Background: an optimization exercise with open tools, aiming at small area. Do not read the settings as production practice.
RTL that was checked went through simulation tests only; none was proved equivalent to the original.
Only the layout flow was run in run 6; the RTL was not checked for function there.
Power and IR drop assume default switching activity.

`design/flow/constraint.sdc`:
```
create_clock -name core_clock -period 10.0 [get_ports {clk}]
set_input_delay 2.0000 -clock core_clock [delete_from_list [all_inputs] [get_ports {clk}]]
set_output_delay 2.0000 -clock core_clock [all_outputs]
set_load 0.01 [all_outputs]
```
`design/flow/run.sh`:
```
#!/bin/bash
# synth_recipe.tcl (not shown) runs the flow's synth.tcl, then flattens the netlist and writes it again
# the make line also repeats each setting of config.mk as NAME=value (left out here)
make -C /OpenROAD-flow-scripts/flow DESIGN_CONFIG=/design/flow/config.mk WORK_HOME=/design/flow/orfs CLKGATE_MAP_FILE= SYNTH_SCRIPT=/design/flow/synth_recipe.tcl finish
```
`design/flow/design.v`:
```
module mode_watch_top_long_key_nedge(
    input clk, reset_p,
    input [3:0] btn,
    output [15:0] led,
    output [3:0] com,
    output [7:0] seg_7 );
    localparam MW = 2'd0, MS = 2'd1, MC = 2'd2;
    reg [9:0] g;
    reg [6:0] m;
    wire m_end = (m == 7'd124);
    always @(posedge clk, posedge reset_p) begin
        if (reset_p) begin
            g <= 10'd126;
            m <= 7'd126;
        end
        else begin
            g <= g + 1'b1;
            if (g[4:0] == 5'd31) m <= m_end ? 7'd0 : m + 1'b1;
        end
    end
    wire p128 = (g[7:0] == 8'd254);
    wire p129 = (g[7:0] == 8'd255);
    wire p131 = (g[7:0] == 8'd1);
    wire p132 = (g[7:0] == 8'd2);
    wire p133 = (g[7:0] == 8'd3);
    wire p134 = (g[7:0] == 8'd4);
    wire p137 = (g[7:0] == 8'd7);
    wire sec_tick  = m_end & (g[4:0] == 5'd5);    
    wire sec_tick2 = m_end & (g[4:0] == 5'd7);    
    wire sec_tick6 = m_end & (g[4:0] == 5'd11);   
    reg D0, E0;
    always @(posedge clk, posedge reset_p)
        if (reset_p) D0 <= 1'b0;
        else if (p129) D0 <= btn[0];
    always @(posedge clk)
        if (p129) E0 <= btn[0] & ~D0;
    wire pe0 = p131 & E0;
    reg [1:0] mode;
    always @(posedge clk, posedge reset_p)
        if (reset_p) mode <= MW;
        else if (p132 & E0) mode <= (mode == MC) ? MW : mode + 1'b1;
    reg [2:0] S;
    always @(posedge clk)
        if (p128) S <= btn[3:1];
    reg [2:0] DW, DS, G;
    reg [1:0] DC;
    always @(posedge clk, posedge reset_p) begin
        if (reset_p) begin
            DW <= 3'd0;
            DS <= 3'd0;
            DC <= 2'd0;
            G <= 3'd0;
        end
        else begin
            if (p131) begin
                case (mode)
                    MW: DW <= S;
                    MS: DS <= S;
                    default: DC <= S[1:0];
                endcase
            end
            if (p132) begin
                if (E0) begin
                    case (mode)
                        MW: begin G <= btn[3:1] & ~DW; DW <= btn[3:1]; end
                        MS: begin G <= btn[3:1] & ~DS; DS <= btn[3:1]; end
                        default: begin G <= {1'b0, btn[2:1] & ~DC}; DC <= btn[2:1]; end
                    endcase
                end
                else G <= 3'd0;
            end
        end
    end
    wire [2:0] peW = {3{p131}} & ((mode == MW) ? (S & ~DW) : (mode == MS) ? G : 3'd0);
    wire [2:0] peS = {3{p131}} & ((mode == MS) ? (S & ~DS) : (mode == MC) ? G : 3'd0);
    wire [1:0] peC = {2{p131}} & ((mode == MC) ? (S[1:0] & ~DC) : (mode == MW) ? G[1:0] : 2'd0);
    reg D3, R;
    reg [5:0] L;
    always @(posedge clk, posedge reset_p)
        if (reset_p) D3 <= 1'b0;
        else if (p129) D3 <= btn[3];
    always @(posedge clk)
        if (p129) begin
            R <= D3 & ~btn[3];
            if (~D3) L <= 6'd0;
            else if (btn[3]) L <= L + 1'b1;
        end
    wire is_long = L[5] | L[4] | (&L[3:0]);
    wire long_press = p131 & R & is_long;
    reg Wset;
    reg TW, Fsu, Fmu;
    reg [2:0] w_s10, w_m10, t_s10, t_m10;
    reg [3:0] w_s1, w_m1, t_s1, t_m1;
    reg [5:0] cnt60;
    reg a1, a2, Fc, Fp;
    always @(posedge clk)
        if (p131) begin
            TW <= peW[0];
            Fsu <= peW[1];
            Fmu <= peW[2];
        end
    wire inc_src = Wset ? peW[1] : sec_tick;
    always @(posedge clk) begin
        a1 <= inc_src;
        a2 <= a1;
    end
    wire inc60 = a2 & ~a1;
    wire wrap60 = inc60 & (cnt60 >= 6'd59);
    always @(posedge clk) begin
        if (p133) Fc <= wrap60;
        if (sec_tick2) Fp <= wrap60;
    end
    wire min_inc = (p137 & Fc) | (sec_tick6 & Fp);
    wire load_watch = p133 & TW & ~Wset;
    wire load_set = p133 & TW & Wset;
    always @(posedge clk, posedge reset_p) begin
        if (reset_p) begin
            Wset <= 1'b0;
            cnt60 <= 6'd0;
            w_s10 <= 3'd0; w_s1 <= 4'd0; w_m10 <= 3'd0; w_m1 <= 4'd0;
            t_s10 <= 3'd0; t_s1 <= 4'd0; t_m10 <= 3'd0; t_m1 <= 4'd0;
        end
        else begin
            if (peW[0]) Wset <= ~Wset;
            if (inc60) cnt60 <= (cnt60 >= 6'd59) ? 6'd0 : cnt60 + 1'b1;
            if (load_watch) begin
                w_s10 <= t_s10; w_s1 <= t_s1; w_m10 <= t_m10; w_m1 <= t_m1;
            end
            else begin
                if (sec_tick2) begin
                    if (w_s1 >= 4'd9) begin
                        w_s1 <= 4'd0;
                        w_s10 <= (w_s10 >= 3'd5) ? 3'd0 : w_s10 + 1'b1;
                    end
                    else w_s1 <= w_s1 + 1'b1;
                end
                if (min_inc) begin
                    if (w_m1 >= 4'd9) begin
                        w_m1 <= 4'd0;
                        w_m10 <= (w_m10 >= 3'd5) ? 3'd0 : w_m10 + 1'b1;
                    end
                    else w_m1 <= w_m1 + 1'b1;
                end
            end
            if (load_set) begin
                t_s10 <= w_s10; t_s1 <= w_s1; t_m10 <= w_m10; t_m1 <= w_m1;
            end
            else begin
                if (p133 & Fsu) begin
                    if (t_s1 >= 4'd9) begin
                        t_s1 <= 4'd0;
                        t_s10 <= (t_s10 >= 3'd5) ? 3'd0 : t_s10 + 1'b1;
                    end
                    else t_s1 <= t_s1 + 1'b1;
                end
                if (p133 & Fmu) begin
                    if (t_m1 >= 4'd9) begin
                        t_m1 <= 4'd0;
                        t_m10 <= (t_m10 >= 3'd5) ? 3'd0 : t_m10 + 1'b1;
                    end
                    else t_m1 <= t_m1 + 1'b1;
                end
            end
        end
    end
    wire [14:0] watch_value = Wset ? {t_m10, t_m1, 1'b0, t_s10, t_s1} : {w_m10, w_m1, 1'b0, w_s10, w_s1};
    reg runS, lapS;
    reg [5:0] q;
    reg z1, z2;
    reg [3:0] h1, h10, s1;
    reg [2:0] s10;
    reg [14:0] lap;
    wire clearS = peS[2];
    wire q_end = (q == 6'd39);
    wire incS = z2 & ~z1;
    always @(posedge clk) begin
        if (clearS) begin
            z1 <= 1'b0;
            z2 <= 1'b0;
        end
        else begin
            z1 <= q_end;
            z2 <= z1;
        end
    end
    always @(posedge clk, posedge reset_p) begin
        if (reset_p) begin
            runS <= 1'b0;
            lapS <= 1'b0;
            q <= 6'd56;
            h1 <= 4'd0; h10 <= 4'd0; s1 <= 4'd0; s10 <= 3'd0;
        end
        else begin
            if (peS[0]) runS <= ~runS;
            if (peS[1]) lapS <= ~lapS;
            if (clearS) q <= 6'd56;
            else if (runS) q <= q_end ? 6'd0 : q + 1'b1;
            if (clearS) begin
                h1 <= 4'd0; h10 <= 4'd0; s1 <= 4'd0; s10 <= 3'd0;
            end
            else if (incS) begin
                if (h1 >= 4'd9) begin
                    h1 <= 4'd0;
                    if (h10 >= 4'd9) begin
                        h10 <= 4'd0;
                        if (s1 >= 4'd9) begin
                            s1 <= 4'd0;
                            s10 <= (s10 >= 3'd5) ? 3'd0 : s10 + 1'b1;
                        end
                        else s1 <= s1 + 1'b1;
                    end
                    else h10 <= h10 + 1'b1;
                end
                else h1 <= h1 + 1'b1;
            end
        end
    end
    wire [14:0] stop_cur = {s10, s1, h10, h1};
    always @(posedge clk)
        if (peS[1]) lap <= stop_cur;
        else if (clearS) lap <= 15'd0;
    wire [14:0] stop_value = lapS ? lap : stop_cur;
    reg runC, alarm, Lload, Fcs, dec_clk;
    reg [2:0] k_s10, k_m10, c_s10, c_m10;
    reg [3:0] k_s1, k_m1, c_s1, c_m1;
    wire cur_zero = ({c_m10, c_m1, c_s10, c_s1} == 14'd0);
    wire loadC = p133 & Lload;
    wire short_min = p134 & R & ~is_long & ~E0 & (mode == MC);
    always @(posedge clk)
        if (p131) begin
            Lload <= peC[0] & ~runC;
            Fcs <= peC[1];
        end
    always @(posedge clk)
        if (~loadC) dec_clk <= sec_tick & (dec_clk | ({c_s10, c_s1} == 7'd0));
    always @(posedge clk, posedge reset_p) begin
        if (reset_p) begin
            runC <= 1'b0;
            alarm <= 1'b0;
            k_s10 <= 3'd0; k_s1 <= 4'd0; k_m10 <= 3'd0; k_m1 <= 4'd0;
            c_s10 <= 3'd0; c_s1 <= 4'd1; c_m10 <= 3'd0; c_m1 <= 4'd1;
        end
        else begin
            if (peC[0]) runC <= ~runC;
            else if (cur_zero & runC) begin
                runC <= 1'b0;
                alarm <= 1'b1;
            end
            else if (long_press) alarm <= 1'b0;
            if (p133 & Fcs) begin
                if (k_s1 >= 4'd9) begin
                    k_s1 <= 4'd0;
                    k_s10 <= (k_s10 >= 3'd5) ? 3'd0 : k_s10 + 1'b1;
                end
                else k_s1 <= k_s1 + 1'b1;
            end
            if (short_min) begin
                if (k_m1 >= 4'd9) begin
                    k_m1 <= 4'd0;
                    k_m10 <= (k_m10 >= 3'd5) ? 3'd0 : k_m10 + 1'b1;
                end
                else k_m1 <= k_m1 + 1'b1;
            end
            if (loadC) begin
                c_s10 <= k_s10; c_s1 <= k_s1; c_m10 <= k_m10; c_m1 <= k_m1;
            end
            else begin
                if (sec_tick) begin
                    if (c_s1 == 4'd0) begin
                        c_s1 <= 4'd9;
                        c_s10 <= (c_s10 == 3'd0) ? 3'd5 : c_s10 - 1'b1;
                    end
                    else c_s1 <= c_s1 - 1'b1;
                end
                if (dec_clk) begin
                    if (c_m1 == 4'd0) begin
                        c_m1 <= 4'd9;
                        c_m10 <= (c_m10 == 3'd0) ? 3'd5 : c_m10 - 1'b1;
                    end
                    else c_m1 <= c_m1 - 1'b1;
                end
            end
        end
    end
    wire [14:0] cook_value = runC ? {c_m10, c_m1, 1'b0, c_s10, c_s1} : {k_m10, k_m1, 1'b0, k_s10, k_s1};
    assign led = {alarm, 15'd0};
    wire [1:0] dig = g[9:8];
    wire [1:0] dig_next = g[9:8] + p129;
    reg [14:0] src;
    always @(*)
        case (mode)
            MW: src = watch_value;
            MS: src = stop_value;
            default: src = cook_value;
        endcase
    reg [3:0] nib;
    always @(*)
        case (dig_next)
            2'd0: nib = src[3:0];
            2'd1: nib = src[7:4];
            2'd2: nib = src[11:8];
            default: nib = {1'b0, src[14:12]};
        endcase
    reg [3:0] h_pre, hex;
    always @(posedge clk) begin
        if (~pe0) h_pre <= nib;
        hex <= h_pre;
    end
    assign com = ~(4'b0001 << dig);
    reg [7:0] seg;
    always @(*)
        case (hex)
            4'd0: seg = 8'b0000_0011;
            4'd1: seg = 8'b1001_1111;
            4'd2: seg = 8'b0010_0101;
            4'd3: seg = 8'b0000_1101;
            4'd4: seg = 8'b1001_1001;
            4'd5: seg = 8'b0100_1001;
            4'd6: seg = 8'b0100_0001;
            4'd7: seg = 8'b0001_1111;
            4'd8: seg = 8'b0000_0001;
            4'd9: seg = 8'b0001_1001;
            4'd10: seg = 8'b0001_0001;
            4'd11: seg = 8'b1100_0001;
            4'd12: seg = 8'b0110_0011;
            4'd13: seg = 8'b1000_0101;
            4'd14: seg = 8'b0110_0001;
            default: seg = 8'b0111_0001;
        endcase
    assign seg_7 = seg;
endmodule
```
`design/flow/config.mk`:
```
export PLATFORM = sky130hd
export DESIGN_NAME = mode_watch_top_long_key_nedge
export DESIGN_NICKNAME = mode_watch_top_long_key_nedge
export VERILOG_FILES = /design/flow/design.v
export SDC_FILE = /design/flow/constraint.sdc
export NUM_CORES = 4
export LEC_CHECK = 0
export CAP_MARGIN = 20
export CORE_MARGIN = 2
export CORE_UTILIZATION = 40
export SLEW_MARGIN = 20
```
==> out/results.tsv, run 1 <==
metric	value	unit
post_cts_resized	0	
slew_headroom	0.386	
fp.dieW	162	um
worst_pin_slew	0.920	ns
synth_top_area_share	0.258	
yosysWarningCount	1	
max_freq	257	MHz
setup_violations	0	
drt_wl_total	23400	um
synth-edff-count	38	
cts_tree	done	
dr.pass1.iters	5	
place_congestion	0.856	
period_needed	3.89	ns
finalHoldViolCount	0	
core_area	24400	um2
cts_setup_buffers	0	
yosys.area.top_type	dfrtp_1	
rows	57	
pin_count	34	
antenna_found_initial	0	
grt_max_degree	64	
async_flop_share	0.710	
leakage	4.50	nW
initial_utilization	0.409	
p_per_area	125	nW/um2
grt_pass1_vias	7170	
cts.path.max_buffers	2	
die_y	162	um
cts_made_buffers	17	
drt-initial-drc-count	529	
synth_cells	1044	
synthTopCellsByArea	dfrtp_1 (26%), edfxtp_1 (11%), ha_1 (7.2%)	
cp_max_fo	8	
drive_above_1_share	0.0962	
p_seq_frac	0.511	
p_clk_frac	0.477	
drt-vias-per-instance	5.52	
setup_tns	0	ns
drv_slew	0	
clk_latency	0.44	ns
synth_commonest_cells	dfrtp_1 (103), nand2_1 (92), nor2_1 (91)	
overflow	0	
status	no timing/DRC/antenna violations	
synth.ff_latch_count	169	
path_clk_slew	0.08	ns
finClkSkew	0.0110	ns
syn_to_final_growth	9.95	%
diodes	0	
cp-start-kind	register	
fin_total_pwr	0.00137	W
synthMostInstantiatedCell	dfrtp_1	
switchingPower	0.000337	W
yosysUniqueCellTypes	87	
cp.required	8.00	ns
avgSynthCellArea	9.55	um2
nets	1110	
critPathArrivalTime	1.89	ns
vias	7633	
min_path_type	register to register	
max-cap-violations	0	
ctsHoldBuffers	0	
avgRoutedWirePerCell	16.9	um
critPathCaptureType	primary output	
p_int	0.00104	W
rsz0062_at_grt	false	
worstSetupPathType	register to primary output	
ant_nets	0	
clock_sinks	169	
fin_crit_sh	0.389	
cts-root-buf	clkbuf_16	
drc_errors	0	
comb_power_share	0.012	
seq_area_frac_synth	0.440	
vdd_drop_max	0.0736	mV
track_usage	0.185	
portBuffers	17	
swShare	0.245	
synthFlopType	dfrtp_1	
dp_hpwl	16800	um
grt_pass1_wl	38700	um
floorplan.die_area	26200	um2
htree_levels	4	
syn_area	9970	um2
## final cells by class
cell class / count / area (um2)
clock buffer: 17 / 425
clock inverter: 15 / 155
fill: 2356 / 13400
inverter: 61 / 233
multi-input combinational: 773 / 5130
sequential: 169 / 4390
tap: 324 / 405
timing repair buffer: 25 / 234
## per-layer routing
layer	wire, um	part of all wire	global-route usage	vias to the layer above
met5	0	0	0	-
met4	583	0.025	0.0696	0
met3	958	0.041	0.0332	36
met2	10300	0.44	0.279	162
met1	11500	0.49	0.267	3681
li1	-	-	-	3754
## path summary, 6_finish.rpt
kind / endpoint / slack [ns] / from / cells past startpoint
worst max-delay path: com[2] / 6.11 / g[8] / 3
worst min-delay path: a2 / 0.38 / a1 / 0
worst max register to register: h_pre[1] / 7.17 / g[1] / 6
worst min register to register: a2 / 0.38 / a1 / 0
max in group asynchronous: mode[0] / 6.61 / reset_p / 3
min in group asynchronous: D3 / 2.07 / reset_p / 2
## power groups by stage
stage          clock network, W   logic, W  registers (W)
2_1_floorplan                 0  0.0000151       0.000716
3_3_place_gp                  0  0.0000173       0.000716
3_5_place_dp                  0  0.0000174       0.000716
4_1_cts                0.000669  0.0000174       0.000702
5_1_grt                0.000698  0.0000194       0.000702
6_report               0.000656  0.0000164       0.000702
## registers in the layout (all words and copies together), names as in the netlist, 6 cells and up
signal	flops
L	6
m	7
seg_7	7
lap	15
g	10
q	6
cnt60	6
## stage by stage
step	instance area (um2)	hold WS, ns	setup WS (ns)	instances	utilization
floorplan	10000	0.344	4.84	1058	-
global placement	10400	0.357	6.02	1350	0.425
detailed placement	10400	0.369	6.03	1351	0.425
CTS	10900	0.383	6.13	1383	0.449
global route	11000	0.385	6.04	1384	0.450
finish	11000	0.380	6.11	1384	0.450
## critical path, stage by stage (launching register included)
cell             delay [ns]
dfrtp_1                0.49
inv_1                  0.21
nand2_1                0.19
clkdlybuf4s50_1        0.57
## layout by cell type (no fill, tap or decap), types with 17 or more instances in the layout
cell type,Yosys,routed
nor2b_1,18,18
clkdlybuf4s50_1,0,17
clkbuf_16,0,17
mux2i_1,42,42
nor3_1,24,24
nor2_1,91,91
a21oi_1,63,63
dfstp_2,17,17
and2_1,20,20
ha_1,57,57
edfxtp_1,38,38
dfrtp_1,103,103
mux2_2,19,19
inv_1,57,56
o21ai_0,74,74
nand3_1,31,31
nand2_1,92,92
## kinds of logic after synthesis
logic type | share of synthesized area
muxes | 0.0681
adders and majority gates | 0.0715
DFF | 0.440
buffers and inverters | 0.0532
AOI/OAI and AO/OA | 0.159
other | 0.000753
and+or+nand+nor | 0.191
xor gates and xnor gates | 0.0167
==> run 2: changes to the inputs <==
--- a/design/flow/config.mk
+++ b/design/flow/config.mk
@@ -7,2 +7,3 @@
 export LEC_CHECK = 0
+export ABC_AREA = 1
 export CAP_MARGIN = 20
==> out/results.tsv, run 2 <==
metric	value	unit
cts-root-buf	clkbuf_16	
worst_pin_slew	0.957	ns
cts.path.max_buffers	2	
yosysWarningCount	1	
max-cap-violations	0	
cp-start-kind	register	
drive_above_1_share	0.0638	
synth_top_area_share	0.256	
fin_crit_sh	0.377	
pin_count	34	
overflow	0	
seq_area_frac_synth	0.435	
drt-initial-drc-count	664	
drt_wl_total	24400	um
cts_tree	done	
status	no timing/DRC/antenna violations	
ant_nets	0	
drt-vias-per-instance	5.14	
finalHoldViolCount	0	
leakage	5.19	nW
portBuffers	17	
critPathCaptureType	primary output	
cp_max_fo	6	
cts_setup_buffers	0	
ctsHoldBuffers	0	
worst_slack	6.23	ns
yosys.area.top_type	dfrtp_1	
period_needed	3.77	ns
floorplan.die_area	26500	um2
layout_common_cells	nand2_1 (318), inv_1 (153), nand3_1 (141)	
synth-edff-count	38	
dr.pass1.iters	6	
p_per_area	123	nW/um2
layout_commonest_cell	nand2_1	
path_clk_slew	0.07	ns
final_area	11000	um2
avgSynthCellArea	7.88	um2
grt_pass1_vias	7687	
post_cts_resized	0	
clock_sinks	169	
clk_latency	0.43	ns
regMostFlops	lap	
track_usage	0.192	
synthFlopType	dfrtp_1	
yosysUniqueCellTypes	48	
worstSetupPathType	register to primary output	
vdd_drop_max	0.100	mV
initial_utilization	0.404	
rsz0062_at_grt	false	
drv_slew	0	
holdWs	0.367	ns
grt_pass1_wl	40300	um
synth_cells	1280	
setup_violations	0	
syn_area	10100	um2
synthMostInstantiatedCell	nand2_1	
core_area	25000	um2
antenna_found_initial	0	
setup_tns	0	ns
pre_cts_ws	6.06	ns
grt_max_degree	63	
slew_headroom	0.362	
rows	58	
critPathArrivalTime	1.77	ns
syn_to_final_growth	9.25	%
min_path_type	register to register	
place_congestion	0.907	
dpl-instance-area	10500	um2
diodes	0	
die_y	163	um
avgRoutedWirePerCell	14.9	um
synth_commonest_cells	nand2_1 (318), inv_1 (154), nand3_1 (141)	
max_freq	265	MHz
synth.ff_latch_count	169	
cp.required	8.00	ns
finClkSkew	0.00996	ns
top_regs	lap (15), g (10)	
fp.dieW	163	um
vias	8387	
drc_errors	0	
cts_made_buffers	17	
dp_hpwl	17700	um
nets	1351	
async_flop_share	0.710	
htree_levels	4	
largest_register_ff_count	15	
synthTopCellsByArea	dfrtp_1 (26%), nand2_1 (12%), edfxtp_1 (11%)	
-- run 2: changes by cell type after synthesis, moves of 18 or more --
cell     before  now
nand2_1      92  318
nand3_1      31  141
inv_1        57  154
mux2i_1      42    0
nand4_1      14   35
xor2_1        7   28
and2_1       20    0
mux2_2       19    0
nor2_1       91   72
nor2b_1      18    0
-- run 2: final timing paths --
check / to / cells after the start / start / slack, ns
setup / recovery: com[1] / 4 / g[8] / 6.23
hold / removal: a2 / 0 / a1 / 0.37
setup reg to reg: lap[11] / 5 / mode[1] / 7.11
hold reg to reg: a2 / 0 / a1 / 0.37
max in group asynchronous: k_s10[2] / 3 / reset_p / 6.62
min in group asynchronous: s10[1] / 2 / reset_p / 2.07
-- run 2: metrics by stage --
step	std cells	utilization	power (W)
3_5_place_dp	1599	0.419	0.000734
6_report	1631	0.441	0.00136
4_1_cts	1631	0.441	0.00137
2_1_floorplan	1294	-	0.000732
3_3_place_gp	1599	0.419	0.000734
5_1_grt	1631	0.441	0.00140
-- run 2: cells by family after synthesis --
family,Yosys count,synth area share
buffers and inverters,205,0.0866
xor gates and xnor gates,32,0.0278
adders and majority gates,57,0.0707
other,2,0.000745
DFF,169,0.435
and+or+nand+nor,619,0.275
AOI/OAI and AO/OA,196,0.105
-- run 2: layout make-up --
class                      count  area [um2]
fill                        2495       13900
multi-input combinational    920        4880
sequential                   169        4390
inverter                     161         607
clock buffer                  23         458
tap                          330         413
timing repair buffer          19         185
clock inverter                 9        91.3
-- run 2: power breakdown --
| part | switching, W | internal, W | leakage [nW] |
|---|---|---|---|
| combinational | 0.0000144 | 0.00000283 | 2.98 |
| sequential | 0.000000276 | 0.000702 | 1.95 |
| clock | 0.000285 | 0.000352 | 0.267 |
-- run 2: critical path: stages (launching register included) --
cell and delay (ns):
dfrtp_1 0.42, inv_1 0.17, nor2_1 0.10, inv_1 0.11, clkdlybuf4s50_1 0.55
-- run 2: per-layer routing --
metal	vias to the layer above	wire length, um	GRT usage
met1	3945	11800	0.272
met4	0	244	0.0390
met5	-	0	0
li1	4208	-	-
met2	215	11300	0.309
met3	19	1070	0.0344
==> run 3: changes to the inputs <==
--- a/design/flow/design.v
+++ b/design/flow/design.v
@@ -7,2 +7,23 @@
     localparam MW = 2'd0, MS = 2'd1, MC = 2'd2;
+    function [3:0] inc10(input [3:0] d);
+        inc10 = {(d[3] & ~d[0]) | (d[2] & d[1] & d[0]), d[2] ^ (d[1] & d[0]),
+                 ~d[3] & (d[1] ^ d[0]), ~d[0]};
+    endfunction
+    function [2:0] inc6(input [2:0] e);
+        inc6 = {(e[2] & ~e[0]) | (e[1] & e[0]), ~e[2] & (e[1] ^ e[0]), ~e[0]};
+    endfunction
+    function [3:0] dec10(input [3:0] d);
+        dec10 = {(d[3] & d[0]) | ~(d[3] | d[2] | d[1] | d[0]),
+                 (d[2] & (d[1] | d[0])) | (d[3] & ~d[0]),
+                 (d[1] & d[0]) | (~d[1] & ~d[0] & (d[3] | d[2])), ~d[0]};
+    endfunction
+    function [2:0] dec6(input [2:0] e);
+        dec6 = {(e[2] & e[0]) | ~(e[2] | e[1] | e[0]), (e[1] & e[0]) | (e[2] & ~e[0]), ~e[0]};
+    endfunction
+    function is9(input [3:0] d);
+        is9 = d[3] & d[0];
+    endfunction
+    function is5(input [2:0] e);
+        is5 = e[2] & e[0];
+    endfunction
     reg [9:0] g;
@@ -107,3 +128,3 @@
     wire inc60 = a2 & ~a1;
-    wire wrap60 = inc60 & (cnt60 >= 6'd59);
+    wire wrap60 = inc60 & (&{cnt60[5:3], cnt60[1:0]});    
     always @(posedge clk) begin
@@ -124,3 +145,3 @@
             if (peW[0]) Wset <= ~Wset;
-            if (inc60) cnt60 <= (cnt60 >= 6'd59) ? 6'd0 : cnt60 + 1'b1;
+            if (inc60) cnt60 <= (&{cnt60[5:3], cnt60[1:0]}) ? 6'd0 : cnt60 + 1'b1;
             if (load_watch) begin
@@ -130,14 +151,8 @@
                 if (sec_tick2) begin
-                    if (w_s1 >= 4'd9) begin
-                        w_s1 <= 4'd0;
-                        w_s10 <= (w_s10 >= 3'd5) ? 3'd0 : w_s10 + 1'b1;
-                    end
-                    else w_s1 <= w_s1 + 1'b1;
+                    w_s1 <= inc10(w_s1);
+                    if (is9(w_s1)) w_s10 <= inc6(w_s10);
                 end
                 if (min_inc) begin
-                    if (w_m1 >= 4'd9) begin
-                        w_m1 <= 4'd0;
-                        w_m10 <= (w_m10 >= 3'd5) ? 3'd0 : w_m10 + 1'b1;
-                    end
-                    else w_m1 <= w_m1 + 1'b1;
+                    w_m1 <= inc10(w_m1);
+                    if (is9(w_m1)) w_m10 <= inc6(w_m10);
                 end
@@ -149,14 +164,8 @@
                 if (p133 & Fsu) begin
-                    if (t_s1 >= 4'd9) begin
-                        t_s1 <= 4'd0;
-                        t_s10 <= (t_s10 >= 3'd5) ? 3'd0 : t_s10 + 1'b1;
-                    end
-                    else t_s1 <= t_s1 + 1'b1;
+                    t_s1 <= inc10(t_s1);
+                    if (is9(t_s1)) t_s10 <= inc6(t_s10);
                 end
                 if (p133 & Fmu) begin
-                    if (t_m1 >= 4'd9) begin
-                        t_m1 <= 4'd0;
-                        t_m10 <= (t_m10 >= 3'd5) ? 3'd0 : t_m10 + 1'b1;
-                    end
-                    else t_m1 <= t_m1 + 1'b1;
+                    t_m1 <= inc10(t_m1);
+                    if (is9(t_m1)) t_m10 <= inc6(t_m10);
                 end
@@ -173,3 +182,3 @@
     wire clearS = peS[2];
-    wire q_end = (q == 6'd39);
+    wire q_end = q[5] & ~q[4] & (&q[2:0]);    
     wire incS = z2 & ~z1;
@@ -201,15 +210,10 @@
             else if (incS) begin
-                if (h1 >= 4'd9) begin
-                    h1 <= 4'd0;
-                    if (h10 >= 4'd9) begin
-                        h10 <= 4'd0;
-                        if (s1 >= 4'd9) begin
-                            s1 <= 4'd0;
-                            s10 <= (s10 >= 3'd5) ? 3'd0 : s10 + 1'b1;
-                        end
-                        else s1 <= s1 + 1'b1;
+                h1 <= inc10(h1);
+                if (is9(h1)) begin
+                    h10 <= inc10(h10);
+                    if (is9(h10)) begin
+                        s1 <= inc10(s1);
+                        if (is9(s1)) s10 <= inc6(s10);
                     end
-                    else h10 <= h10 + 1'b1;
                 end
-                else h1 <= h1 + 1'b1;
             end
@@ -250,14 +254,8 @@
             if (p133 & Fcs) begin
-                if (k_s1 >= 4'd9) begin
-                    k_s1 <= 4'd0;
-                    k_s10 <= (k_s10 >= 3'd5) ? 3'd0 : k_s10 + 1'b1;
-                end
-                else k_s1 <= k_s1 + 1'b1;
+                k_s1 <= inc10(k_s1);
+                if (is9(k_s1)) k_s10 <= inc6(k_s10);
             end
             if (short_min) begin
-                if (k_m1 >= 4'd9) begin
-                    k_m1 <= 4'd0;
-                    k_m10 <= (k_m10 >= 3'd5) ? 3'd0 : k_m10 + 1'b1;
-                end
-                else k_m1 <= k_m1 + 1'b1;
+                k_m1 <= inc10(k_m1);
+                if (is9(k_m1)) k_m10 <= inc6(k_m10);
             end
@@ -268,14 +266,8 @@
                 if (sec_tick) begin
-                    if (c_s1 == 4'd0) begin
-                        c_s1 <= 4'd9;
-                        c_s10 <= (c_s10 == 3'd0) ? 3'd5 : c_s10 - 1'b1;
-                    end
-                    else c_s1 <= c_s1 - 1'b1;
+                    c_s1 <= dec10(c_s1);
+                    if (c_s1 == 4'd0) c_s10 <= dec6(c_s10);
                 end
                 if (dec_clk) begin
-                    if (c_m1 == 4'd0) begin
-                        c_m1 <= 4'd9;
-                        c_m10 <= (c_m10 == 3'd0) ? 3'd5 : c_m10 - 1'b1;
-                    end
-                    else c_m1 <= c_m1 - 1'b1;
+                    c_m1 <= dec10(c_m1);
+                    if (c_m1 == 4'd0) c_m10 <= dec6(c_m10);
                 end
@@ -309,23 +301,11 @@
     assign com = ~(4'b0001 << dig);
-    reg [7:0] seg;
-    always @(*)
-        case (hex)
-            4'd0: seg = 8'b0000_0011;
-            4'd1: seg = 8'b1001_1111;
-            4'd2: seg = 8'b0010_0101;
-            4'd3: seg = 8'b0000_1101;
-            4'd4: seg = 8'b1001_1001;
-            4'd5: seg = 8'b0100_1001;
-            4'd6: seg = 8'b0100_0001;
-            4'd7: seg = 8'b0001_1111;
-            4'd8: seg = 8'b0000_0001;
-            4'd9: seg = 8'b0001_1001;
-            4'd10: seg = 8'b0001_0001;
-            4'd11: seg = 8'b1100_0001;
-            4'd12: seg = 8'b0110_0011;
-            4'd13: seg = 8'b1000_0101;
-            4'd14: seg = 8'b0110_0001;
-            default: seg = 8'b0111_0001;
-        endcase
-    assign seg_7 = seg;
+    wire [3:0] x = hex;
+    assign seg_7[7] = (~x[3] & ~x[2] & ~x[1] & x[0]) | (x[2] & ~x[1] & ~x[0]);
+    assign seg_7[6] = x[2] & (x[1] ^ x[0]);
+    assign seg_7[5] = ~x[2] & x[1] & ~x[0];
+    assign seg_7[4] = (~x[2] & ~x[1] & x[0]) | (x[2] & ~x[1] & ~x[0]) | (x[2] & x[1] & x[0]);
+    assign seg_7[3] = x[0] | (x[2] & ~x[1]);
+    assign seg_7[2] = (x[1] & x[0]) | (~x[2] & x[1]) | (~x[3] & ~x[2] & x[0]);
+    assign seg_7[1] = (~x[3] & ~x[2] & ~x[1]) | (x[2] & x[1] & x[0]);
+    assign seg_7[0] = 1'b1;
 endmodule
--- a/design/flow/config.mk
+++ b/design/flow/config.mk
@@ -7,3 +7,2 @@
 export LEC_CHECK = 0
-export ABC_AREA = 1
 export CAP_MARGIN = 20
@@ -11,2 +10,5 @@
 export CORE_UTILIZATION = 40
+export CTS_BUF_LIST = sky130_fd_sc_hd__clkbuf_8
+export CTS_CLUSTER_DIAMETER = 150
+export CTS_CLUSTER_SIZE = 40
 export SLEW_MARGIN = 20
==> out/results.tsv, run 3 <==
metric	value	unit
drt-initial-drc-count	401	
dp_hpwl	13900	um
slew_headroom	0.322	
yosys.area_share.adder	0.0296	
synth_top_family_by_area	simple AND/OR/NAND/NOR gates	
synth_commonest_cells	dfrtp_1 (103), nor2_1 (103), nand2_1 (78)	
floorplan.die_area	23400	um2
track_usage	0.176	
synth-edff-count	38	
avgRoutedWirePerCell	16.6	um
synthTopCellsByArea	dfrtp_1 (29%), edfxtp_1 (13%), dfstp_2 (5.0%)	
instances_no_fill	1190	
min_path_type	register to register	
p_clk_frac	0.436	
switchingPower	0.000267	W
cp-startpoint	hex[0]	
finalHoldViolCount	0	
worstSetupPathType	register to primary output	
syn_to_final_growth	8.50	%
cp_slowest_stage_delay	0.57	ns
seq_area_frac_synth	0.488	
critical-path-top-delay-family	buffers and inverters	
vias	6370	
yosysUniqueCellTypes	71	
diodes	0	
grt_pass1_vias	6018	
htree_levels	4	
yosys.area_share.simple	0.188	
antenna_found_initial	0	
p_int	0.000985	W
grt_max_degree	64	
synth_top_area_share	0.291	
vdd_drop_max	0.0768	mV
rows	54	
drv_slew	0	
clk_latency	0.45	ns
drive_above_1_share	0.0901	
portBuffers	17	
initial_utilization	0.406	
place_inst	1157	
max_freq	259	MHz
synth_cells	901	
path_clk_slew	0.09	ns
status	no timing/DRC/antenna violations	
critPathSlowestCell	clkdlybuf4s50_1	
swShare	0.213	
cts-root-buf	clkbuf_8	
dr.pass1.iters	5	
nets	924	
worst-path-buf-inv	2	
cp-start-kind	register	
finClkSkew	0.00975	ns
p_per_area	130	nW/um2
post_cts_resized	0	
leakage	3.91	nW
cp.required	8.00	ns
cts_setup_buffers	0	
cts_tree	done	
drt_wl_total	19800	um
synth-xor-area-share	0.0445	
drc_errors	0	
cts_made_buffers	17	
cp_max_fo	5	
yosysWarningCount	1	
rsz0062_at_grt	false	
muxShareOfSynthArea	0.0703	
pin_count	34	
reg2reg_from	mode[0]	
min_from	h_pre[1]	
yosys.area.top_type	dfrtp_1	
critPathCaptureType	primary output	
worstPathCellList	inv_1, o21a_1, o21bai_1, clkdlybuf4s50_1	
synthFlopType	dfrtp_1	
setup_tns	0	ns
async_flop_share	0.723	
critPathArrivalTime	1.86	ns
drt-vias-per-instance	5.35	
layout_common_cells	dfrtp_1 (103), nor2_1 (103), nand2_1 (78)	
comb_power_share	0.013	
synth-compound-area-share	0.133	
die_y	153	um
core_area	21800	um2
grt_pass1_wl	32900	um
max-cap-violations	0	
p_seq_frac	0.551	
ctsHoldBuffers	0	
overflow	0	
clock_sinks	166	
period_needed	3.86	ns
cts.path.max_buffers	2	
ant_nets	0	
place_congestion	0.845	
setup_violations	0	
worst_pin_slew	1.02	ns
avgSynthCellArea	9.84	um2
syn_area	8870	um2
fp.dieW	153	um
synth.ff_latch_count	166	
fin_crit_sh	0.386	
==> run 3: changes by cell type in the layout (fill, tap and decap cells not counted), moves of 17 or more <==
cell	delta
xnor2_1	+24
nor2_1	+31
mux2i_1	+42
clkbuf_16	-17
nand3_1	-111
and2_1	+21
nand2_1	-240
nor2b_1	+17
ha_1	-36
inv_1	-126
o21ai_0	-49
clkbuf_8	+19
mux2_2	+18
==> run 3: layout make-up <==
cell class,instances,area [um2]
Sequential cell,166,4330
Clock inverter,12,174
Timing Repair Buffer,21,208
Fill cell,2103,12200
Multi-Input combinational cell,664,4180
Inverter,27,104
Clock buffer,20,275
Tap cell,280,350
==> run 3: worst paths after layout <==
check,depth (start not counted),end,slack [ns]
max,4,seg_7[2],6.14
min in group asynchronous,2,q[1],2.03
min reg2reg,0,hex[1],0.35
max in group asynchronous,3,t_s1[1],6.61
min,0,hex[1],0.35
max reg2reg,4,lap[0],6.85
==> run 3: cells by family after synthesis <==
group                      after synthesis
AOI/OAI and AO/OA                      190
xor gates and xnor gates                45
adders and majority gates               21
buffers and inverters                   85
DFF                                    166
muxes                                   60
other                                    2
and+or+nand+nor                        332
==> run 3: stage by stage <==
| step | util | setup slack [ns] | hold WS (ns) | cell area, um2 | total power (W) |
|---|---|---|---|---|---|
| 3_5_place_dp | 0.420 | 6.02 | 0.328 | 9160 | 0.000721 |
| 3_3_place_gp | 0.420 | 6.04 | 0.325 | 9160 | 0.000721 |
| 2_1_floorplan | - | 4.84 | 0.323 | 8920 | 0.000719 |
| 5_1_grt | 0.441 | 5.98 | 0.355 | 9620 | 0.00130 |
| 4_1_cts | 0.440 | 6.08 | 0.349 | 9600 | 0.00127 |
| 6_report | 0.441 | 6.14 | 0.347 | 9620 | 0.00125 |
==> run 3: power by group through the flow <==
stage	Combinational, W	Sequential, W	Clock (W)
global placement	0.0000171	0.000704	0
floorplan	0.0000151	0.000704	0
finish	0.0000163	0.000690	0.000546
global route	0.0000193	0.000690	0.000588
detailed placement	0.0000172	0.000704	0
CTS	0.0000172	0.000690	0.000559
==> run 3: metal layers <==
layer / up-vias / global-route usage / share of wire
met4: 0 / 0.0450 / 0.015
met1: 3079 / 0.250 / 0.49
met3: 15 / 0.0360 / 0.032
met2: 101 / 0.276 / 0.47
met5: - / 0 / 0
li1: 3175 / - / -
==> run 4: changes to the inputs <==
--- a/design/flow/config.mk
+++ b/design/flow/config.mk
@@ -10,5 +10,2 @@
 export CORE_UTILIZATION = 40
-export CTS_BUF_LIST = sky130_fd_sc_hd__clkbuf_8
-export CTS_CLUSTER_DIAMETER = 150
-export CTS_CLUSTER_SIZE = 40
 export SLEW_MARGIN = 20
==> out/results.tsv, run 4 <==
metric	value	unit
cts.path.max_buffers	2	
setup_tns	0	ns
instances_no_fill	1190	
cp_slowest_stage_delay	0.57	ns
synthFlopType	dfrtp_1	
synth.ff_latch_count	166	
critPathSlowestCell	clkdlybuf4s50_1	
status	no timing/DRC/antenna violations	
min_path_type	register to register	
core_area	21800	um2
drive_above_1_share	0.0901	
dp_hpwl	13900	um
clock_sinks	166	
async_flop_share	0.723	
critical-path-top-delay-family	buffers and inverters	
finalHoldViolCount	0	
setup_violations	0	
layout_common_cells	dfrtp_1 (103), nor2_1 (103), nand2_1 (78)	
ctsHoldBuffers	0	
ant_nets	0	
vias	6393	
seq_area_frac_synth	0.488	
drt-initial-drc-count	420	
place_congestion	0.845	
critPathArrivalTime	1.82	ns
synthTopCellsByArea	dfrtp_1 (29%), edfxtp_1 (13%), dfstp_2 (5.0%)	
die_y	153	um
antenna_found_initial	0	
dr.pass1.iters	5	
avgSynthCellArea	9.84	um2
grt_max_degree	64	
syn_area	8870	um2
diodes	0	
worst-path-buf-inv	2	
synth_top_area_share	0.291	
rows	54	
track_usage	0.176	
nets	924	
worstPathCellList	inv_1, o21a_1, o21bai_1, clkdlybuf4s50_1	
portBuffers	17	
overflow	0	
finClkSkew	0.00746	ns
yosysUniqueCellTypes	71	
synth_commonest_cells	dfrtp_1 (103), nor2_1 (103), nand2_1 (78)	
period_needed	3.82	ns
place_inst	1157	
grt_pass1_wl	32900	um
htree_levels	4	
pin_count	34	
cts_setup_buffers	0	
vdd_drop_max	0.0900	mV
cts-root-buf	clkbuf_16	
cp_max_fo	5	
syn_to_final_growth	10.5	%
cp.required	8.00	ns
initial_utilization	0.406	
cp-startpoint	hex[0]	
reg2reg_from	mode[0]	
drt-vias-per-instance	5.37	
path_clk_slew	0.06	ns
cts_made_buffers	17	
drt_wl_total	20000	um
yosys.area.top_type	dfrtp_1	
grt_pass1_vias	6053	
post_cts_resized	0	
floorplan.die_area	23400	um2
critPathCaptureType	primary output	
min_from	h_pre[1]	
slew_headroom	0.368	
yosysWarningCount	1	
fin_util	0.449	
cp-start-kind	register	
leakage	3.98	nW
final_area	9800	um2
clk_latency	0.43	ns
dpl-instance-area	9160	um2
cts_tree	done	
drc_errors	0	
fp.dieW	153	um
p_per_area	143	nW/um2
worstSetupPathType	register to primary output	
drv_slew	0	
avgRoutedWirePerCell	16.8	um
rsz0062_at_grt	false	
max-cap-violations	0	
fin_crit_sh	0.382	
synth_cells	901	
synth-edff-count	38	
max_freq	262	MHz
worst_pin_slew	0.948	ns
## run 4: changes by cell type in the layout (fill, tap and decap cells not counted), sizes merged
cell	delta
bufinv	-2
clkbuf	+4
inv	-2
## run 4: layout make-up
type                    instances  area, um2
fillers                      2080      12000
inverters                      27        104
clock inverters                 8        106
repair buffers                 21        208
flip-flops and latches        166       4330
well taps                     280        350
multi-input cells             664       4180
clock buffers                  24        524
## run 4: final timing paths
| path | end | slack (ns) | cells after the start |
|---|---|---|---|
| min | hex[1] | 0.34 | 0 |
| max reg2reg | lap[9] | 6.94 | 4 |
| max in group asynchronous | async pin | 6.58 | 3 |
| min reg2reg | hex[1] | 0.34 | 0 |
| min in group asynchronous | q[2] | 2.05 | 2 |
| max | seg_7[2] | 6.18 | 4 |
## run 4: metrics by stage
stage | hold WS (ns) | total power [W] | worst slack (ns)
2_1_floorplan | 0.323 | 0.000719 | 4.84
3_3_place_gp | 0.325 | 0.000721 | 6.04
3_5_place_dp | 0.328 | 0.000721 | 6.02
4_1_cts | 0.343 | 0.00142 | 6.13
5_1_grt | 0.350 | 0.00145 | 6.03
6_report | 0.341 | 0.00140 | 6.18
## run 4: per-layer routing
layer,GRT usage,wire length [um]
met1,0.249,9730
met2,0.274,9190
met5,0,0
met3,0.0363,660
met4,0.0511,370
## run 4: kinds of logic (layout without fill, tap and decap cells)
logic type                 after synthesis  count (layout)  share of synthesized area
other                                    2              16                   0.000847
AOI/OAI and AO/OA                      190             190                      0.133
DFF                                    166             166                      0.488
muxes                                   60              60                     0.0703
xor gates and xnor gates                45              45                     0.0445
adders and majority gates               21              21                     0.0296
and+or+nand+nor                        332             332                      0.188
buffers and inverters                   85              80                     0.0463
## run 4: where the power goes
group	leakage, nW	switching, W	internal [W]
Combinational	1.77	0.0000139	0.00000254
Sequential	1.91	0.000000383	0.000691
Clock	0.308	0.000275	0.000420
==> run 5: changes to the inputs <==
==> design/flow/flow/run.sh (new file) <==
#!/bin/bash
# Own flow: the standard layout, with two changes:
#  - synthesis maps logic with an area-oriented abc script (flow/synth.tcl, flow/abc.script)
#  - clock tree synthesis uses clkbuf_8 buffers and inserts no dummy loads
set -euo pipefail
W=$(pwd)
export CTS_ARGS="-sink_clustering_enable -repair_clock_nets -dont_use_dummy_load -buf_list sky130_fd_sc_hd__clkbuf_8"
make -C "$FLOW_HOME" DESIGN_CONFIG="$W/config.mk" WORK_HOME="$W/orfs" CLKGATE_MAP_FILE= \
  SYNTH_SCRIPT="$W/flow/synth.tcl" synth > "$W/synth.log" 2>&1
bash "$W/standard.sh" > "$W/layout.log" 2>&1
==> design/flow/flow/abc.script (new file) <==
strash
ifraig
scorr
dc2
dretime
strash
&get -n
&dch -f
&nf -R 20
&put
==> design/flow/flow/synth.tcl (new file) <==
# The standard synthesis (synth_recipe.tcl), with the technology mapping run by an
# area-oriented abc script instead of ORFS's delay-driven one; registers are untouched.
set here [file dirname [file normalize [info script]]]
set abc_script_file [file join $here abc.script]
proc abc {args} {
  global abc_script_file
  set out {}
  set skip 0
  foreach a $args {
    if {$skip} { set skip 0; continue }
    if {$a eq "-script" || $a eq "-D"} { set skip 1; continue }
    lappend out $a
  }
  set out [linsert $out 0 -script $abc_script_file]
  puts "abc (area script): $out"
  yosys abc {*}$out
}
source [file join [file dirname $here] synth_recipe.tcl]
==> design/flow/standard.sh (new file) <==
#!/bin/bash
# synth_recipe.tcl (not shown) runs the flow's synth.tcl, then flattens the netlist and writes it again
# the make line also repeats each setting of config.mk as NAME=value (left out here)
make -C /OpenROAD-flow-scripts/flow DESIGN_CONFIG=/design/flow/config.mk WORK_HOME=/design/flow/orfs CLKGATE_MAP_FILE= SYNTH_SCRIPT=/design/flow/synth_recipe.tcl "${@:-finish}"
removed: design/flow/run.sh
==> out/results.tsv, run 5 <==
metric	value	unit
status	no timing/DRC/antenna violations	
drt-initial-drc-count	532	
clk_latency	0.46	ns
cp_max_fo	8	
seqCellArea	4330	um2
drv_slew	0	
cts_setup_buffers	0	
fp.dieW	149	um
slew_headroom	0.301	
synth-edff-count	38	
yosys.area.top_type	dfrtp_1	
num-fill-cells	1990	
rsz0062_at_grt	false	
critPathArrivalTime	1.82	ns
p_seq_frac	0.647	
post_cts_resized	0	
avgSynthCellArea	9.61	um2
cp.required	8.00	ns
cts.path.max_buffers	2	
grt_pass1_vias	6289	
htree_levels	4	
drt-vias-per-instance	5.53	
syn_to_final_growth	8.48	%
floorplan.die_area	22200	um2
synth_top_area_share	0.307	
cp_num_cells	2	
rows	52	
reg2reg_from	mode[1]	
p_per_area	117	nW/um2
synth_cells	873	
synth_commonest_cells	dfrtp_1 (103), nor2_1 (99), o21ai_0 (87)	
max-cap-violations	0	
grt_max_degree	74	
swShare	0.210	
layout_commonest_cell	dfrtp_1	
cp-startpoint	g[9]	
clock_sinks	166	
vias	6516	
die_y	149	um
min_path_type	register to register	
setup_tns	0	ns
yosysWarningCount	1	
pin_count	34	
avgRoutedWirePerCell	16.8	um
syn_area	8390	um2
track_usage	0.189	
place_congestion	0.905	
p_int	0.000843	W
cts-root-buf	clkbuf_8	
ant_nets	0	
drc_errors	0	
worstPathCellList	nand2b_1, clkdlybuf4s50_1	
synthMostInstantiatedCell	dfrtp_1	
holdPathStages	0	
synthFlopType	dfrtp_1	
worstSetupPathType	register to primary output	
critPathSlowestCell	dfrtp_1	
cts_made_buffers	17	
grt_pass1_wl	33000	um
portBuffers	17	
setup_violations	0	
max_freq	262	MHz
antenna_found_initial	0	
p_clk_frac	0.337	
worst-path-buf-inv	1	
critical-path-top-delay-family	flip-flops	
cp-start-kind	register	
ctsHoldBuffers	0	
switchingPower	0.000224	W
drt_wl_total	19800	um
multi_input_area	3840	um2
synth.ff_latch_count	166	
cp_slowest_stage_delay	0.58	ns
period_needed	3.82	ns
synthTopCellsByArea	dfrtp_1 (31%), edfxtp_1 (14%), dfstp_2 (5.3%)	
seq_area_frac_synth	0.516	
dr.pass1.iters	9	
path_clk_slew	0.08	ns
final_area	9100	um2
fin_crit_sh	0.382	
yosysUniqueCellTypes	55	
nets	938	
dpl-instance-area	8860	um2
layout_common_cells	dfrtp_1 (103), nor2_1 (99), o21ai_0 (87)	
comb_power_share	0.015	
overflow	0	
fin_util	0.446	
min_from	h_pre[3]	
dp_hpwl	14200	um
core_area	20400	um2
cts_tree	done	
initial_utilization	0.411	
r2r_cells	4	
finalHoldViolCount	0	
vdd_drop_max	0.0690	mV
diodes	0	
leakage	3.58	nW
async_flop_share	0.723	
critPathCaptureType	primary output	
drive_above_1_share	0.0451	
finClkSkew	0.0398	ns
worst_pin_slew	1.05	ns
-- run 5: changes by cell type after synthesis, moves of 26 or more --
| cell | delta |
|---|---|
| mux2i_1 | -35 |
| clkinv_1 | +41 |
| o21ai_0 | +49 |
| inv_1 | -26 |
-- run 5: worst register-to-register path: stages, from the launching register on --
cell and delay (ns):
dfrtp_1 0.73, nor2b_1 0.97, and4_1 0.48, a32o_1 0.59, or2_1 0.62
-- run 5: layout make-up --
| cell class | instances | area share |
|---|---|---|
| inverters | 42 | 0.0176 |
| flip-flops and latches | 166 | 0.475 |
| well taps | 270 | 0.0371 |
| repair buffers | 22 | 0.0228 |
| multi-input cells | 662 | 0.422 |
| clock buffers | 17 | 0.0257 |
-- run 5: layer usage --
layer / share of wire / global-route usage / up-vias
met5: 0 / 0 / -
met4: 0.020 / 0.0624 / 0
met3: 0.042 / 0.0364 / 31
met2: 0.47 / 0.305 / 160
met1: 0.47 / 0.259 / 3113
li1: - / - / 3212
-- run 5: power groups by stage --
| stage | clock network [W] | logic [W] | registers (W) |
|---|---|---|---|
| floorplan | 0 | 0.0000151 | 0.000704 |
| CTS | 0.000377 | 0.0000172 | 0.000691 |
| finish | 0.000360 | 0.0000163 | 0.000691 |
| detailed placement | 0 | 0.0000172 | 0.000704 |
| global route | 0.000404 | 0.0000196 | 0.000691 |
| global placement | 0 | 0.0000172 | 0.000704 |
-- run 5: cell families after synthesis --
| logic type | count (synthesis) | share of synthesized area |
|---|---|---|
| XOR/XNOR | 27 | 0.0282 |
| flip-flops | 166 | 0.516 |
| AND/OR/NAND/NOR | 323 | 0.185 |
| AO/OA/AOI/OAI | 259 | 0.184 |
| adder cells (fa/ha/maj) | 21 | 0.0313 |
| buffers and inverters | 59 | 0.0340 |
| multiplexers | 16 | 0.0204 |
| other | 2 | 0.000895 |
-- run 5: worst paths after layout --
check / endpoint / slack, ns
setup / recovery: com[1] / 6.18
hold / removal: hex[3] / 0.33
setup reg to reg: lap[14] / 6.25
hold reg to reg: hex[3] / 0.33
max in group asynchronous: w_m10[0] / 6.70
min in group asynchronous: cnt60[2] / 2.07
-- run 5: per-stage QoR --
step           setup WS, ns  total power [W]  hold slack (ns)  instances
2_1_floorplan          5.94         0.000719            0.323        887
3_3_place_gp           6.10         0.000721            0.326       1162
3_5_place_dp           5.98         0.000721            0.330       1162
4_1_cts                5.95          0.00108            0.335       1179
5_1_grt                5.92          0.00111            0.352       1179
6_report               6.18          0.00107            0.330       1179
==> run 6: changes to the inputs <==
--- a/design/flow/design.v
+++ b/design/flow/design.v
@@ -31,3 +31,3 @@
     wire m_end = (m == 7'd124);
-    always @(posedge clk, posedge reset_p) begin
+    always @(posedge clk) begin
         if (reset_p) begin
@@ -52,3 +52,3 @@
     reg D0, E0;
-    always @(posedge clk, posedge reset_p)
+    always @(posedge clk)
         if (reset_p) D0 <= 1'b0;
@@ -59,3 +59,3 @@
     reg [1:0] mode;
-    always @(posedge clk, posedge reset_p)
+    always @(posedge clk)
         if (reset_p) mode <= MW;
@@ -67,3 +67,3 @@
     reg [1:0] DC;
-    always @(posedge clk, posedge reset_p) begin
+    always @(posedge clk) begin
         if (reset_p) begin
@@ -99,3 +99,3 @@
     reg [5:0] L;
-    always @(posedge clk, posedge reset_p)
+    always @(posedge clk)
         if (reset_p) D3 <= 1'b0;
@@ -124,3 +124,3 @@
     always @(posedge clk) begin
-        a1 <= inc_src;
+        a1 <= inc_src & ~reset_p;
         a2 <= a1;
@@ -136,3 +136,3 @@
     wire load_set = p133 & TW & Wset;
-    always @(posedge clk, posedge reset_p) begin
+    always @(posedge clk) begin
         if (reset_p) begin
@@ -185,3 +185,3 @@
     always @(posedge clk) begin
-        if (clearS) begin
+        if (clearS | reset_p) begin
             z1 <= 1'b0;
@@ -194,3 +194,3 @@
     end
-    always @(posedge clk, posedge reset_p) begin
+    always @(posedge clk) begin
         if (reset_p) begin
@@ -222,6 +222,8 @@
     wire [14:0] stop_cur = {s10, s1, h10, h1};
-    always @(posedge clk)
+    reg lap_zero;
+    always @(posedge clk) begin
         if (peS[1]) lap <= stop_cur;
-        else if (clearS) lap <= 15'd0;
-    wire [14:0] stop_value = lapS ? lap : stop_cur;
+        if (peS[1]) lap_zero <= 1'b0;
+        else if (clearS) lap_zero <= 1'b1;
+    end
     reg runC, alarm, Lload, Fcs, dec_clk;
@@ -239,3 +241,3 @@
         if (~loadC) dec_clk <= sec_tick & (dec_clk | ({c_s10, c_s1} == 7'd0));
-    always @(posedge clk, posedge reset_p) begin
+    always @(posedge clk) begin
         if (reset_p) begin
@@ -280,17 +282,15 @@
     wire [1:0] dig_next = g[9:8] + p129;
-    reg [14:0] src;
-    always @(*)
-        case (mode)
-            MW: src = watch_value;
-            MS: src = stop_value;
-            default: src = cook_value;
-        endcase
-    reg [3:0] nib;
-    always @(*)
-        case (dig_next)
-            2'd0: nib = src[3:0];
-            2'd1: nib = src[7:4];
-            2'd2: nib = src[11:8];
-            default: nib = {1'b0, src[14:12]};
-        endcase
+    wire selWw = (mode == MW) & ~Wset, selWt = (mode == MW) & Wset;
+    wire selSc = (mode == MS) & ~lapS, selSl = (mode == MS) & lapS & ~lap_zero;
+    wire selCc = (mode == MC) & runC, selCk = (mode == MC) & ~runC;
+    wire [3:0] dsel = 4'b0001 << dig_next;
+    wire [3:0] d0 = ({4{selWw}} & w_s1) | ({4{selWt}} & t_s1) | ({4{selSc}} & h1) | ({4{selSl}} & lap[3:0])
+                  | ({4{selCc}} & c_s1) | ({4{selCk}} & k_s1);
+    wire [3:0] d1 = ({4{selWw}} & {1'b0, w_s10}) | ({4{selWt}} & {1'b0, t_s10}) | ({4{selSc}} & h10) | ({4{selSl}} & lap[7:4])
+                  | ({4{selCc}} & {1'b0, c_s10}) | ({4{selCk}} & {1'b0, k_s10});
+    wire [3:0] d2 = ({4{selWw}} & w_m1) | ({4{selWt}} & t_m1) | ({4{selSc}} & s1) | ({4{selSl}} & lap[11:8])
+                  | ({4{selCc}} & c_m1) | ({4{selCk}} & k_m1);
+    wire [2:0] d3 = ({3{selWw}} & w_m10) | ({3{selWt}} & t_m10) | ({3{selSc}} & s10) | ({3{selSl}} & lap[14:12])
+                  | ({3{selCc}} & c_m10) | ({3{selCk}} & k_m10);
+    wire [3:0] nib = ({4{dsel[0]}} & d0) | ({4{dsel[1]}} & d1) | ({4{dsel[2]}} & d2) | ({4{dsel[3]}} & {1'b0, d3});
     reg [3:0] h_pre, hex;
@@ -298,3 +298,3 @@
         if (~pe0) h_pre <= nib;
-        hex <= h_pre;
+        hex <= reset_p ? 4'd0 : h_pre;
     end
==> design/flow/flow/run.sh (replaced) <==
#!/bin/bash
# Own flow: the standard layout, with these changes:
#  - synthesis maps logic with an area-oriented abc script (flow/synth.tcl, flow/abc.script)
#    and leaves adders to abc instead of mapping them to half/full adder cells
#  - clock tree synthesis uses clkbuf_8 buffers and inserts no dummy loads
#  - ports are buffered with buf_1 cells
set -euo pipefail
W=$(pwd)
export CTS_ARGS="-sink_clustering_enable -repair_clock_nets -dont_use_dummy_load -buf_list sky130_fd_sc_hd__clkbuf_8"
export BUFFER_PORTS_ARGS="-buffer_cell sky130_fd_sc_hd__buf_1"
make -C "$FLOW_HOME" DESIGN_CONFIG="$W/config.mk" WORK_HOME="$W/orfs" CLKGATE_MAP_FILE= \
  SYNTH_SCRIPT="$W/flow/synth.tcl" ADDER_MAP_FILE= synth > "$W/synth.log" 2>&1
bash "$W/standard.sh" > "$W/layout.log" 2>&1
==> out/results.tsv, run 6 <==
metric	value	unit
drv_slew	0	
setup_tns	0	ns
vdd_drop_max	0.0921	mV
ctsHoldBuffers	0	
place_congestion	0.863	
worst-r2r-setup-slack	6.08	ns
floorplan.die_area	19600	um2
cp_slowest_stage_delay	0.80	ns
drive_above_1_share	0.0371	
cp_num_cells	8	
cp-startpoint	g[5]	
max_freq	255	MHz
critical-path-top-delay-family	simple AND/OR/NAND/NOR gates	
portBuffers	17	
rows	49	
clock_sinks	167	
grt_pass1_vias	5755	
cp-start-kind	register	
cp_max_fo	21	
p_per_area	136	nW/um2
cts_made_buffers	17	
diodes	0	
critPathSlowestCell	and2_0	
seq_area_frac_synth	0.503	
cts_setup_buffers	0	
holdWs	0.400	ns
cp.required	10.40	ns
worst-path-buf-inv	2	
dp_hpwl	13200	um
worstSetupPathType	register to register	
track_usage	0.196	
r2r_cells	8	
period_needed	3.92	ns
worstPathCellList	or4_1, nor3_1, buf_4, and2_0, clkinv_1, a211oi_1, o21ai_0, a21oi_1	
reg2reg_from	g[5]	
avgRoutedWirePerCell	17.2	um
drt-initial-drc-count	570	
finClkSkew	0.0281	ns
synth-edff-count	38	
die_y	140	um
setup_violations	0	
slew_headroom	0.316	
avgSynthCellArea	9.04	um2
synth.ff_latch_count	167	
vias	6309	
r2r-end	c_s10[0]	
core_area	18100	um2
fp.dieW	140	um
synth_cells	819	
syn_to_final_growth	8.26	%
grt_pass1_wl	30600	um
yosysUniqueCellTypes	52	
grt_max_degree	59	
fin_total_pwr	0.00109	W
synthMostInstantiatedCell	dfxtp_1	
clk_latency	0.47	ns
leakage	2.74	nW
antenna_found_initial	0	
synth_top_area_share	0.349	
dr.pass1.iters	23	
layout_commonest_cell	dfxtp_1	
finalHoldViolCount	0	
fin_crit_sh	0.392	
syn_area	7410	um2
yosysWarningCount	1	
nets	870	
cts_tree	done	
min_path_type	register to register	
max-cap-violations	0	
async_flop_share	0	
worst_pin_slew	1.03	ns
initial_utilization	0.410	
critPathCaptureType	register	
pin_count	34	
path_clk_slew	0.09	ns
synthFlopType	dfxtp_1	
drt_wl_total	18800	um
layout_common_cells	dfxtp_1 (129), nor2_1 (95), a21oi_1 (76)	
critPathArrivalTime	4.32	ns
yosys.area.top_type	dfxtp_1	
htree_levels	4	
post_cts_resized	0	
rsz0062_at_grt	false	
ant_nets	0	
crit_end	c_s10[0]	
synth_commonest_cells	dfxtp_1 (129), nor2_1 (95), a21oi_1 (76)	
status	no timing/DRC/antenna violations	
overflow	0	
cts.path.max_buffers	2	
drt-vias-per-instance	5.78	
drc_errors	0	
synthTopCellsByArea	dfxtp_1 (35%), edfxtp_1 (15%), a21oi_1 (5.1%)	
cts-root-buf	clkbuf_8	
run 6: area by class of cell:
class                           instances  area, um2
Multi-Input combinational cell        630       3550
Sequential cell                       167       3720
Tap cell                              229        287
Clock buffer                           17        234
Inverter                               19       71.3
Timing Repair Buffer                   29        155
Fill cell                            1789      10100
run 6: logic make-up after synthesis:
family,after synthesis,synth area share
flip-flops,167,0.503
multiplexers,9,0.0122
buffers and inverters,36,0.0269
XOR/XNOR,12,0.0142
other,2,0.00101
AO/OA/AOI/OAI,249,0.218
AND/OR/NAND/NOR,344,0.225
run 6: worst min path at each step:
stage / depth (start not counted) / to / from
floorplan: 0 / a2 / a1
global placement: 0 / a2 / a1
detailed placement: 0 / a2 / a1
CTS: 0 / a2 / a1
global route: 0 / a2 / a1
finish: 0 / a2 / a1
run 6: power breakdown:
part	switching [W]	internal, W	leakage [nW]	total [W]
combinational	0.0000238	0.00000894	1.22	0.0000327
clock	0.000212	0.000150	0.122	0.000362
sequential	0.00000685	0.000692	1.40	0.000699
total	0.000243	0.000851	2.74	0.00109
run 6: per-layer routing:
| layer | wire [um] | up-vias | global-route usage | part of all wire |
|---|---|---|---|---|
| met1 | 9200 | 2969 | 0.278 | 0.49 |
| met3 | 852 | 26 | 0.0379 | 0.045 |
| met4 | 377 | 0 | 0.0702 | 0.020 |
| met2 | 8330 | 167 | 0.300 | 0.44 |
| li1 | - | 3147 | - | - |
| met5 | 0 | - | 0 | 0 |
run 6: through the flow:
stage                     setup slack, ns  instance area (um2)  std cells   util
after floorplan                      6.24                 7460        833      -
after global placement               5.98                 7770       1073  0.430
after detailed placement             5.95                 7780       1074  0.430
after CTS                            6.07                 8020       1091  0.443
after global routing                 5.68                 8020       1091  0.443
final                                6.08                 8020       1091  0.443

-- re-timing with driven ports --
The flow's constraints put no driver on any port. The routed layouts listed below were extracted and timed again, unchanged, in two steps.
Step 1 (the two cells are an assumption about what drives the block):
set clk [get_ports {clk}]
set_driving_cell -lib_cell sky130_fd_sc_hd__clkbuf_16 $clk
set_driving_cell -lib_cell sky130_fd_sc_hd__buf_2 [delete_from_list [all_inputs] $clk]
Step 2 also shifts input and output timing later by t, the mid clock arrival at the registers, as if the neighbouring blocks saw the same clock.
a / b / c = ideal / step 1 / step 2; a / b = the first two.
run	shift t [ns]	setup WS [ns]	cell pins on the clock port's net
run 1	0.480	6.109 / 6.064 / 6.156	1
run 2	0.471	6.228 / 6.183 / 6.171	1
run 3	0.488	6.142 / 6.102 / 6.141	1
run 4	0.468	6.176 / 6.135 / 6.135	1
run 5	0.484	6.177 / 6.136 / 6.180	1
run 6	0.495	6.081 / 6.081 / 5.994	1
After both steps every run listed still meets setup and hold. For run 6, which loses most, drivers alone change the setup slack by 0.000 ns; drivers and shift together by -0.087 ns. The worst setup slack also covers recovery checks on asynchronous resets.
